This design comes from an exercise in tuning for small area on the open sky130 flow, not from production work.
No activity file was given, so power comes from the tool's default toggle rates.

Design led_matrix_soc, start of the top module:
module led_matrix_soc (
	input  wire         clk,
	input  wire         rst,
	output wire         mm_waitrequest,
	output wire [31:0]  mm_readdata,
	output wire         mm_readdatavalid,
	input  wire [31:0]  mm_writedata,
	input  wire [9:0]   mm_address,
	input  wire         mm_write,
	input  wire         mm_read,
	output wire [28:0]  sdram_address,
	input  wire         sdram_waitrequest,
	input  wire [63:0]  sdram_readdata,
	input  wire         sdram_readdatavalid,
	output wire         sdram_read,
	output wire [7:0]   sdram_burstcount,
	output wire [9:0]   ram_address,
	output wire [47:0]  ram_data,
	output wire         ram_wren,
	input  wire [47:0]  ram_q,
	output wire         r0,
	output wire         g0,
	output wire         b0,
	output wire         r1,
	output wire         g1,
	output wire         b1,
	output wire         r2,
	output wire         g2,
	output wire         b2,
	output wire         r3,
	output wire         g3,
	output wire         b3,
	output wire [2:0]   a,
	output wire         blank,
	output wire         sclk,
	output wire         latch
);
For scale: about 410 flip-flops, roughly 310 I/O pins, ~17,000 sq um of cells after synthesis.
clock: 5.0 ns
lec_check: 0
cap_margin: 20
core_margin: 2
core_utilization: 40
slew_margin: 20
standard.sh (not shown) runs the stock make flow with config.mk's settings and CLKGATE_MAP_FILE= SYNTH_SCRIPT=/design/flow/synth_recipe.tcl, a recipe that flattens the netlist after the stock synthesis.
==> flow/flow/run.sh <==
#!/bin/bash
# The standard layout (the standard.sh, standard synthesis unchanged),
# with each port buffered by the smallest buffer cell instead of the
# default clkdlybuf4s50_1.
set -euo pipefail
bash standard.sh "BUFFER_PORTS_ARGS=-buffer_cell sky130_fd_sc_hd__buf_1" finish > flow_standard.log 2>&1
Then changed:
- CTS_BUF_LIST: unset -> sky130_fd_sc_hd__clkbuf_8
Sequential share of layout area rose by 0.38 points.
Global-route usage rises by 0.16 points.
Setup slack loses 0.037 ns.
Cell area fell by 0.67%.
Total power decreases by 4.7%.
Area after synthesis stays the same.
Hold slack gets worse by 0.052 ns.
Then changed:
- CTS_BUF_LIST: sky130_fd_sc_hd__clkbuf_8 -> sky130_fd_sc_hd__clkbuf_16
- CTS_CLUSTER_DIAMETER: unset -> 100
- CTS_CLUSTER_SIZE: unset -> 30
Result: The changed run finished clean. Cell count shrinks by about 4%. Total power came out lower by 15%. Routed wire length came out lower by 2.0%. Combinational power stays flat. Cell area fell by about 4%. Synthesized area is unchanged. Worst setup slack improves by 0.0035 ns. Sequential power hardly moves.
Then changed:
==> flow/run.sh (new file) <==
#!/bin/bash
# synth_recipe.tcl (not shown) runs the flow's synth.tcl, then flattens the netlist and writes it again
# the make line also repeats each setting of config.mk as NAME=value (left out here)
make -C /OpenROAD-flow-scripts/flow DESIGN_CONFIG=/design/flow/config.mk WORK_HOME=/design/flow/orfs CLKGATE_MAP_FILE= SYNTH_SCRIPT=/design/flow/synth_recipe.tcl finish
- CTS_BUF_LIST: sky130_fd_sc_hd__clkbuf_16 -> unset
- CTS_CLUSTER_DIAMETER: 100 -> unset
- CTS_CLUSTER_SIZE: 30 -> unset
removed: flow/flow/run.sh
removed: flow/standard.sh
Setup slack degrades by 0.25 ns.
Final cell count increases by a few percent.
Via count came out higher by a few percent.
Sequential power stays flat.
Hold slack got worse by 0.0070 ns.
Final area went up by roughly a tenth.
Non-clock buffer count rose by 1.
Area after synthesis stays the same.
Fmax fell by a few percent.
Then changed:
==> flow/flow/run.sh (new file) <==
#!/bin/bash
# The standard layout (the standard.sh, standard synthesis unchanged),
# with each port buffered by the smallest buffer cell instead of the
# default clkdlybuf4s50_1.
set -euo pipefail
bash standard.sh "BUFFER_PORTS_ARGS=-buffer_cell sky130_fd_sc_hd__buf_1" finish > flow_standard.log 2>&1
==> flow/standard.sh (new file) <==
#!/bin/bash
# synth_recipe.tcl (not shown) runs the flow's synth.tcl, then flattens the netlist and writes it again
# the make line also repeats each setting of config.mk as NAME=value (left out here)
make -C /OpenROAD-flow-scripts/flow DESIGN_CONFIG=/design/flow/config.mk WORK_HOME=/design/flow/orfs CLKGATE_MAP_FILE= SYNTH_SCRIPT=/design/flow/synth_recipe.tcl "${@:-finish}"
- CTS_BUF_LIST: unset -> sky130_fd_sc_hd__clkbuf_4
removed: flow/run.sh
=> The new run completed without violations. Cell area falls by 8.5%. Global-route usage shrinks by 0.49 points. Cell count is higher by 4.4%.
Function was not checked in any run of this note: the RTL went through the layout flow alone.

==> what the ideal ports hide <==
The flow's constraints put no driver on any port. The routed layouts listed below were extracted and timed again, unchanged, in two steps. Step 1, drivers: a clkbuf_16 drives clk and a buf_2 each remaining input, both assumed. Step 2, shift: input delay + t, output delay - t, t = (earliest + latest rising clock arrival at the registers) / 2. This alone moves slack from input paths to output paths. Three values: ideal, step 1, step 2; two values: the first two.
| run | shift t [ns] | setup slack, ns | hold WS [ns] | worst setup path after step 2 | worst data-port slew with drivers (ns) |
|---|---|---|---|---|---|
| the first run | 0.623 | 1.593 / 1.593 / 1.530 | 0.493 / 0.484 / 0.493 | input to register | 0.04 |
| the second run | 0.678 | 1.556 / 1.556 / 1.521 | 0.441 / 0.411 / 0.492 | input to register | 0.05 |
| the third run | 0.596 | 1.559 / 1.559 / 1.544 | 0.505 / 0.491 / 0.505 | input to register | 0.05 |
| the fourth run | 0.635 | 1.307 / 1.251 / 1.371 | 0.498 / 0.498 / 0.498 | input to register | 0.06 |
| the fifth run | 0.865 | 1.423 / 1.373 / 1.499 | 0.259 / 0.231 / 0.496 | input to register | 0.05 |
After both steps every run listed still meets setup and hold. For the first run, which loses most, drivers alone change the setup slack by 0.000 ns; drivers and shift together by -0.063 ns.
